This is an optimization exercise on Yosys and OpenROAD, whose aim is small area, a short achievable clock period and few clock cycles, not a production implementation.
RTL that was checked went through simulation tests only; none was proved equivalent to the original.
No activity file was given, so power comes from the tool's default toggle rates.

Setup of job 104:
==> flow/design.v <==
module demosaic(clk, reset, in_en, data_in, wr_r, addr_r, wdata_r, rdata_r, wr_g, addr_g, wdata_g, rdata_g, wr_b, addr_b, wdata_b, rdata_b, done);
input clk;
input reset;
input in_en;
input [7:0] data_in;
output reg wr_r;
output [13:0] addr_r;
output reg [7:0] wdata_r;
input [7:0] rdata_r;
output reg wr_g;
output [13:0] addr_g;
output [7:0] wdata_g;
input [7:0] rdata_g;
output reg wr_b;
output [13:0] addr_b;
output reg [7:0] wdata_b;
input [7:0] rdata_b;
output reg done;
reg        fill;
reg [6:0]  r;             
reg [7:0]  q;             
reg [3:0]  ph;            
reg        first;         
reg        second;        
reg [7:0]  rg, rx;        
reg [7:0]  xb;            
reg [9:0]  p;             
reg [8:0]  ya;            
reg [7:0]  half;          
reg [9:0]  d;             
reg [7:0]  xn;            
reg [7:0]  hv;            
reg [6:0]  arow;          
reg [6:0]  gcol, rbcol;   
assign wdata_g = p[9:2];
assign addr_g = {arow, gcol};
assign addr_r = {arow, rbcol};
assign addr_b = {arow, rbcol};
wire       odd  = r[0];
wire [7:0] rv   = rx;
wire [7:0] rh   = rx;
wire [6:0] rp1 = r + 7'd1;
wire [6:0] qc  = q[6:0];
wire [6:0] qp1 = qc + 7'd1;
wire [6:0] roff = ph[3] ? 7'h7f : ph[0] ? 7'd1 : 7'd0;
wire [6:0] gco  = ph[1] ? 7'd2 : (ph[3] | ph[0] | (ph[2] & !first)) ? 7'h7f : 7'd0;
wire [6:0] rbo  = ph[1] ? 7'h7c : ph[2] ? 7'h7f : 7'd0;
wire       last = q[7] & (q[6:1] == 6'd1);
wire       endc = ph[2] & last & (r == 7'd127);
wire [9:0] g_sum = p + {2'b0, rg};
wire [9:0] v_sum = {1'b0, ya} + {2'b0, rv};
wire [9:0] d_sum = d + {2'b0, rv};
wire [8:0] h_sum = {1'b0, xn} + {1'b0, rh};
wire       s_in = !fill;
wire       s_d  = fill & ph[2];
wire       s_hr = fill & !ph[2] & odd;    
wire       s_hb = fill & !ph[2] & !odd;   
wire [7:0] nd_r = ({8{s_in}} & data_in) | ({8{s_hr}} & half) | ({8{s_hb}} & hv);
wire [7:0] nd_b = ({8{s_in}} & data_in) | ({8{s_hb}} & half) | ({8{s_hr}} & hv);
always @(posedge clk) begin
    rg <= rdata_g;
    rx <= (odd ^ ph[3]) ? rdata_r : rdata_b;
    wdata_r <= nd_r | ({8{s_d}} & d_sum[9:2]);
    wdata_b <= nd_b | ({8{s_d}} & d_sum[9:2]);
end
always @(posedge clk) begin
    if (reset) begin
        fill <= 1'b0;
        r <= 7'd0;
        q <= 8'd0;
        ph <= 4'd0;
        first <= 1'b1;
        second <= 1'b0;
        done <= 1'b0;
        wr_r <= 1'b0;
        wr_g <= 1'b0;
        wr_b <= 1'b0;
        arow <= 7'd0;
        gcol <= 7'd0;
        rbcol <= 7'd0;
    end else if (!fill) begin
        arow <= r + roff;
        gcol <= qc + gco;
        rbcol <= qc + rbo;
        p <= {data_in, 2'b00};
        wr_g <= in_en & (r[0] == qc[0]);
        wr_r <= in_en & !r[0] & qc[0];
        wr_b <= in_en & r[0] & !qc[0];
        if (in_en) begin
            q[6:0] <= qp1;
            if (qc == 7'd127) begin
                r <= rp1;
                if (r == 7'd127) begin
                    fill <= 1'b1;
                    ph <= 4'b1000;
                end
            end
        end
    end else begin
        ph <= {ph[2:0], ph[3]};
        wr_r <= 1'b0;
        wr_g <= 1'b0;
        wr_b <= 1'b0;
        arow <= r + roff;
        gcol <= qc + gco;
        rbcol <= qc + rbo;
        if (ph[1]) p <= g_sum;
        if (ph[2]) begin
            wr_g <= !first;
            p <= g_sum;
        end
        if (ph[3]) begin
            p <= second ? {2'b0, rg} : {2'b0, xb} + {2'b0, rg};
            xb <= rg;
        end
        if (ph[0] && second) p <= g_sum;
        if (ph[0]) begin
            xn <= rh;
            hv <= h_sum[8:1];
        end
        if (ph[1]) begin
            wr_r <= !first & !second;
            wr_b <= !first & !second;
            d <= v_sum;
            half <= ya[8:1];
            ya <= {1'b0, rv};
        end
        if (ph[2]) begin
            wr_r <= !first & odd;
            wr_b <= !first & !odd;
            ya <= v_sum[8:0];
            q <= last ? {7'd0, rp1[0]} : q + 8'd2;
            if (last) r <= rp1;
            first <= last;
            second <= first;
        end
        if (done || endc) begin
            wr_r <= 1'b0; wr_g <= 1'b0; wr_b <= 1'b0;
        end
        if (endc) done <= 1'b1;
    end
end
endmodule
Settings: LEC_CHECK=0, CAP_MARGIN=20, CORE_MARGIN=2, CORE_UTILIZATION=40, CTS_BUF_LIST=sky130_fd_sc_hd__clkbuf_4 sky130_fd_sc_hd__clkbuf_8, PLACE_DENSITY=0.6, SETUP_SLACK_MARGIN=2.9, SLEW_MARGIN=20, TNS_END_PERCENT=10; clock period 5.0 ns.
standard.sh (not shown) runs the stock make flow with config.mk's settings and CLKGATE_MAP_FILE= SYNTH_SCRIPT=/design/flow/synth_recipe.tcl, a recipe that flattens the netlist after the stock synthesis.
==> flow/flow/run.sh <==
#!/bin/bash
# The standard layout (the standard.sh, unchanged synthesis), except that
# the port buffers that global placement inserts on every input and output
# are sky130_fd_sc_hd__buf_1 rather than the default cell.
set -euo pipefail
export BUFFER_PORTS_ARGS="-buffer_cell sky130_fd_sc_hd__buf_1"
bash standard.sh finish > make_finish.log 2>&1
Testbench counts of job 104, summed over its fixed seeds: cycles 802,816.
## Diff of input files: job 105 against job 104
-- flow/design.v --
<<< job 104, line 42
wire [6:0] rp1 = r + 7'd1;
wire [6:0] qc  = q[6:0];
wire [6:0] qp1 = qc + 7'd1;
wire [6:0] roff = ph[3] ? 7'h7f : ph[0] ? 7'd1 : 7'd0;
wire [6:0] gco  = ph[1] ? 7'd2 : (ph[3] | ph[0] | (ph[2] & !first)) ? 7'h7f : 7'd0;
>>> job 105, line 42
wire [6:0] rp1 = r + 7'd1;
wire [6:0] qc  = q[6:0];
wire [7:0] q_inc = q + {6'd0, fill, !fill};
wire [6:0] roff = ph[3] ? 7'h7f : ph[0] ? 7'd1 : 7'd0;
wire [6:0] gco  = ph[1] ? 7'd2 : (ph[3] | ph[0] | (ph[2] & !first)) ? 7'h7f : 7'd0;
<<< job 104, line 88
        wr_b <= in_en & r[0] & !qc[0];
        if (in_en) begin
            q[6:0] <= qp1;
            if (qc == 7'd127) begin
                r <= rp1;
>>> job 105, line 88
        wr_b <= in_en & r[0] & !qc[0];
        if (in_en) begin
            q[6:0] <= q_inc[6:0];
            if (qc == 7'd127) begin
                r <= rp1;
<<< job 104, line 130
            wr_b <= !first & !odd;
            ya <= v_sum[8:0];
            q <= last ? {7'd0, rp1[0]} : q + 8'd2;
            if (last) r <= rp1;
            first <= last;
>>> job 105, line 130
            wr_b <= !first & !odd;
            ya <= v_sum[8:0];
            q <= last ? {7'd0, rp1[0]} : q_inc;
            if (last) r <= rp1;
            first <= last;
## What came out
Comparing full die area for job 104 and job 105, the smaller number came from job 105. For number of DRC violations after detailed routing, job 105 and job 104 come out practically identical. The run with more setup slack is job 105; job 104 has less. Comparing hold slack for job 104 and job 105, the bigger number came from job 104. In job 105 relative to job 104, count of mapped cells out of synthesis had gone down by a few percent. Total routed wirelength, job 105 vs job 104: up slightly. Going from job 104 to job 105, final critical-path required period shrinks by 8.2 ps. Job 105 — internal power consumption 0.56% higher, job 104 as reference. Taking job 104 as the reference, in job 105 fmax rose by about 0.36%, global-route usage went up 0.39 points, maximum clock path buffer count stayed essentially flat. The share of the synthesized netlist area taken by xor and xnor gates of job 105 is higher than that of job 104. Diff job 104 -> job 105 | simple-gate share of the synthesized area | decrease of 0.66 points.
The RTL of job 105 was laid out without a check of its function.

==> port drivers added, routing unchanged <==
The flow's constraints put no driver on any port. The routed layouts listed below were extracted and timed again, unchanged, in two steps. Step 1 assumes that a clkbuf_16 drives the clock port and a buf_2 every other input. Step 2 also shifts input and output timing later by t, the mid clock arrival at the registers, as if the neighbouring blocks saw the same clock. a / b / c = ideal ports / drivers / drivers and shift; a / b = the first two.
run	t (ns)	setup slack, ns	worst hold slack (ns)	clock arrival spread, ns
job 104	0.487	2.726 / 2.726 / 2.382	0.467 / 0.467 / 0.467	0.015 / 0.016
job 105	0.487	2.734 / 2.734 / 2.602	0.463 / 0.463 / 0.463	0.009 / 0.009
After both steps every run listed still meets setup and hold. The setup slack of job 104, which loses most, moves by 0.000 ns with the drivers and by -0.344 ns with both steps.
